Background: an optimization exercise with open tools, aiming at small area. Do not read the settings as production practice. In this exercise RTL edits were held to simulation tests only and were not proved equivalent to the original. No activity file was given, so power comes from the tool's default toggle rates.

==> tundra <==
==> flow/design.v (excerpt) <==
module snitch #(
  parameter logic [31:0] BootAddr  = 32'h0000_1000,
  parameter logic [31:0] MTVEC     = BootAddr,  
  parameter bit          RVE       = 0,    
  parameter bit          RVFD      = 0     
) (
  input  logic          clk_i,
  input  logic          rst_i,
  input  logic [31:0]   hart_id_i,
  output logic [31:0]   inst_addr_o,
  input  logic [31:0]   inst_data_i,
  output logic          inst_valid_o,
  input  logic          inst_ready_i,
  output logic [31:0]   acc_qaddr_o,
  output logic [4:0]    acc_qid_o,
  output logic [31:0]   acc_qdata_op_o,
  output logic [63:0]   acc_qdata_arga_o,
  output logic [63:0]   acc_qdata_argb_o,
  output logic [63:0]   acc_qdata_argc_o,
  output logic          acc_qvalid_o,
  input  logic          acc_qready_i,
  input  logic [63:0]   acc_pdata_i,
  input  logic [4:0]    acc_pid_i,
  input  logic          acc_perror_i,
  input  logic          acc_pvalid_i,
  output logic          acc_pready_o,
  output logic [31:0]   data_qaddr_o,
  output logic          data_qwrite_o,
  output logic [3:0]    data_qamo_o,
  output logic [63:0]   data_qdata_o,
  output logic [7:0]    data_qstrb_o,
  output logic          data_qvalid_o,
  input  logic          data_qready_i,
  input  logic [63:0]   data_pdata_i,
  input  logic          data_perror_i,
  input  logic          data_pvalid_i,
  output logic          data_pready_o,
  input  logic          wake_up_sync_i,  
  output logic [2:0]    fpu_rnd_mode_o,
  input  logic [4:0]    fpu_status_i,
  output logic [3:0]    core_events_o
);
export LEC_CHECK = 0
export CAP_MARGIN = 5
export CORE_MARGIN = 2
export CORE_UTILIZATION = 40
export GPL_TIMING_DRIVEN = 0
export SETUP_SLACK_MARGIN = 0.5
export SLEW_MARGIN = 5
export SYNTH_HIERARCHICAL = 1
create_clock -name core_clock -period 16.0 [get_ports {clk_i}]
standard.sh (not shown) runs the stock make flow with config.mk's settings and CLKGATE_MAP_FILE= SYNTH_SCRIPT=/design/flow/synth_recipe.tcl, a recipe that flattens the netlist after the stock synthesis.
==> flow/flow/run.sh <==
#!/bin/bash
# Layout: the standard ORFS flow (standard.sh). Synthesis runs unchanged; the
# later steps change a few ORFS settings:
#  - port buffers use the smallest buffer cell;
#  - the buffers ABC inserted are removed before placement (repair_design
#    re-buffers what needs it);
#  - the largest buffers and inverters are kept out of repair (added to the
#    platform's don't-use list), so high-fanout nets get moderate buffers;
# make's output goes to synth.log and standard.log; each tool's log is in orfs/logs.
set -euo pipefail
bash standard.sh synth > synth.log 2>&1
bash standard.sh \
  "DONT_USE_CELLS=sky130_fd_sc_hd__probe_p_8 sky130_fd_sc_hd__probec_p_8 sky130_fd_sc_hd__lpflow_bleeder_1 sky130_fd_sc_hd__lpflow_clkbufkapwr_1 sky130_fd_sc_hd__lpflow_clkbufkapwr_16 sky130_fd_sc_hd__lpflow_clkbufkapwr_2 sky130_fd_sc_hd__lpflow_clkbufkapwr_4 sky130_fd_sc_hd__lpflow_clkbufkapwr_8 sky130_fd_sc_hd__lpflow_clkinvkapwr_1 sky130_fd_sc_hd__lpflow_clkinvkapwr_16 sky130_fd_sc_hd__lpflow_clkinvkapwr_2 sky130_fd_sc_hd__lpflow_clkinvkapwr_4 sky130_fd_sc_hd__lpflow_clkinvkapwr_8 sky130_fd_sc_hd__lpflow_decapkapwr_12 sky130_fd_sc_hd__lpflow_decapkapwr_3 sky130_fd_sc_hd__lpflow_decapkapwr_4 sky130_fd_sc_hd__lpflow_decapkapwr_6 sky130_fd_sc_hd__lpflow_decapkapwr_8 sky130_fd_sc_hd__lpflow_inputiso0n_1 sky130_fd_sc_hd__lpflow_inputiso0p_1 sky130_fd_sc_hd__lpflow_inputiso1n_1 sky130_fd_sc_hd__lpflow_inputiso1p_1 sky130_fd_sc_hd__lpflow_inputisolatch_1 sky130_fd_sc_hd__lpflow_isobufsrc_1 sky130_fd_sc_hd__lpflow_isobufsrc_16 sky130_fd_sc_hd__lpflow_isobufsrc_2 sky130_fd_sc_hd__lpflow_isobufsrc_4 sky130_fd_sc_hd__lpflow_isobufsrc_8 sky130_fd_sc_hd__lpflow_isobufsrckapwr_16 sky130_fd_sc_hd__lpflow_lsbuf_lh_hl_isowell_tap_1 sky130_fd_sc_hd__lpflow_lsbuf_lh_hl_isowell_tap_2 sky130_fd_sc_hd__lpflow_lsbuf_lh_hl_isowell_tap_4 sky130_fd_sc_hd__lpflow_lsbuf_lh_isowell_4 sky130_fd_sc_hd__lpflow_lsbuf_lh_isowell_tap_1 sky130_fd_sc_hd__lpflow_lsbuf_lh_isowell_tap_2 sky130_fd_sc_hd__lpflow_lsbuf_lh_isowell_tap_4 sky130_fd_sc_hd__buf_12 sky130_fd_sc_hd__buf_16 sky130_fd_sc_hd__bufinv_16 sky130_fd_sc_hd__inv_12 sky130_fd_sc_hd__inv_16" \
  "BUFFER_PORTS_ARGS=-buffer_cell sky130_fd_sc_hd__buf_1" \
  "REMOVE_ABC_BUFFERS=1" \
  finish > standard.log 2>&1
==> raven: changes against tundra <==
--- a/flow/flow/run.sh
+++ b/flow/flow/run.sh
@@ -7,4 +7,5 @@
 #  - the largest buffers and inverters are kept out of repair (added to the
 #    platform's don't-use list), so high-fanout nets get moderate buffers;
+#  - clock tree synthesis with small clock buffers and no dummy loads.
 # make's output goes to synth.log and standard.log; each tool's log is in orfs/logs.
 set -euo pipefail
@@ -14,3 +15,4 @@
   "BUFFER_PORTS_ARGS=-buffer_cell sky130_fd_sc_hd__buf_1" \
   "REMOVE_ABC_BUFFERS=1" \
+  "CTS_ARGS=-sink_clustering_enable -repair_clock_nets -dont_use_dummy_load -buf_list {sky130_fd_sc_hd__clkbuf_4 sky130_fd_sc_hd__clkbuf_8}" \
   finish > standard.log 2>&1
--- a/flow/config.mk
+++ b/flow/config.mk
@@ -10,5 +10,5 @@
 export CORE_UTILIZATION = 40
 export GPL_TIMING_DRIVEN = 0
-export SETUP_SLACK_MARGIN = 0.5
+export SETUP_SLACK_MARGIN = 0.3
 export SLEW_MARGIN = 5
 export SYNTH_HIERARCHICAL = 1
==> violet: changes against tundra <==
==> flow/run.sh (new file) <==
#!/bin/bash
# synth_recipe.tcl (not shown) runs the flow's synth.tcl, then flattens the netlist and writes it again
# the make line also repeats each setting of config.mk as NAME=value (left out here)
make -C /OpenROAD-flow-scripts/flow DESIGN_CONFIG=/design/flow/config.mk WORK_HOME=/design/flow/orfs CLKGATE_MAP_FILE= SYNTH_SCRIPT=/design/flow/synth_recipe.tcl finish
--- a/flow/config.mk
+++ b/flow/config.mk
@@ -6,9 +6,9 @@
 export NUM_CORES = 4
 export LEC_CHECK = 0
-export CAP_MARGIN = 5
+export CAP_MARGIN = 20
 export CORE_MARGIN = 2
 export CORE_UTILIZATION = 40
 export GPL_TIMING_DRIVEN = 0
-export SETUP_SLACK_MARGIN = 0.5
-export SLEW_MARGIN = 5
+export SETUP_SLACK_MARGIN = 0.3
+export SLEW_MARGIN = 20
 export SYNTH_HIERARCHICAL = 1
removed: flow/flow/run.sh
removed: flow/standard.sh
==> comparison <==
- Of raven and violet, raven has the higher clock skew (gap 65 ps).
- Sequential power is about the same in violet and tundra.
- Non-clock buffer count: violet > tundra > raven.
- The lowest wire length belongs to tundra, the highest to violet.
- First-iteration DRC count: raven > tundra > violet.
- Between raven and tundra, the lower total power is in raven (gap about 7%, measured against tundra).
- Of violet and raven, violet has the higher via count (gap about 3.6%, measured against raven).
- violet finished with timing, DRC and antenna clean. raven finished but fails on max-capacitance violations. tundra ran to the end with violations: max-capacitance violations, max-slew violations.
==> figures <==
Count of antenna diodes in the layout: tundra 22; raven 30; violet 14
Total chip power: tundra 9.12 mW; raven 8.46 mW; violet 9.94 mW
Clock buffer count: tundra 167; raven 181; violet 162
Critical path endpoint: tundra mem_q[3][31]$_DFF_P_; raven mem_q[12][30]$_DFF_P_; violet mem_q[7][22]$_DFF_P_
Largest stage delay on the critical path: tundra 690 ps; raven 710 ps; violet 690 ps
DRC violation total after the first TritonRoute iteration: tundra 13400; raven 13900; violet 13200
P_int: tundra 5.75 mW; raven 5.22 mW; violet 6.36 mW
Post-route cell area: tundra 0.0669 mm^2; raven 0.0654 mm^2; violet 0.0747 mm^2
Cell with the most instances on the worst path: tundra a21oi_1; raven a21oi_1; violet -
Via-per-instance ratio: tundra 7.48; raven 7.54; violet 7.37
Layout Cells excl Fill: tundra 8402; raven 8385; violet 8886
Status: tundra complete, but fails checks; raven complete, but fails checks; violet timing/DRC/antenna clean
Layout check failures: tundra max-capacitance violations, max-slew violations; raven max-capacitance violations; violet -
Synth-to-Final Area Change: tundra 18.1%; raven 15.5%; violet 31.9%
CP bufs+invs: tundra 6; raven 3; violet 5
Total power per unit cell area: tundra 136 mW/mm^2; raven 129 mW/mm^2; violet 133 mW/mm^2
RR Endpoint: tundra mem_q[3][31]$_DFF_P_; raven mem_q[12][30]$_DFF_P_; violet mem_q[7][22]$_DFF_P_

[static timing again, ports no longer ideal]
The results above use ideal ports. As a check the final layouts listed here were re-extracted and re-timed, cells and wires unchanged. Step 1 assumes that a clkbuf_16 drives the clock port and a buf_2 every other input. Step 2, shift: input delay + t, output delay - t, t = (earliest + latest rising clock arrival at the registers) / 2. This alone moves slack from input paths to output paths. a / b / c = ideal / step 1 / step 2; a / b = the first two.
| run | t (ns) | setup WS [ns] | worst data-port slew with drivers (ns) |
|---|---|---|---|
| tundra | 0.843 | 0.595 / 0.516 / -0.326 | 0.16 |
| raven | 0.952 | 0.328 / 0.303 / -0.649 | 0.18 |
| violet | 0.827 | 0.275 / 0.321 / -0.505 | 0.20 |
For raven, which loses most, drivers alone change the setup slack by -0.025 ns; drivers and shift together by -0.977 ns.
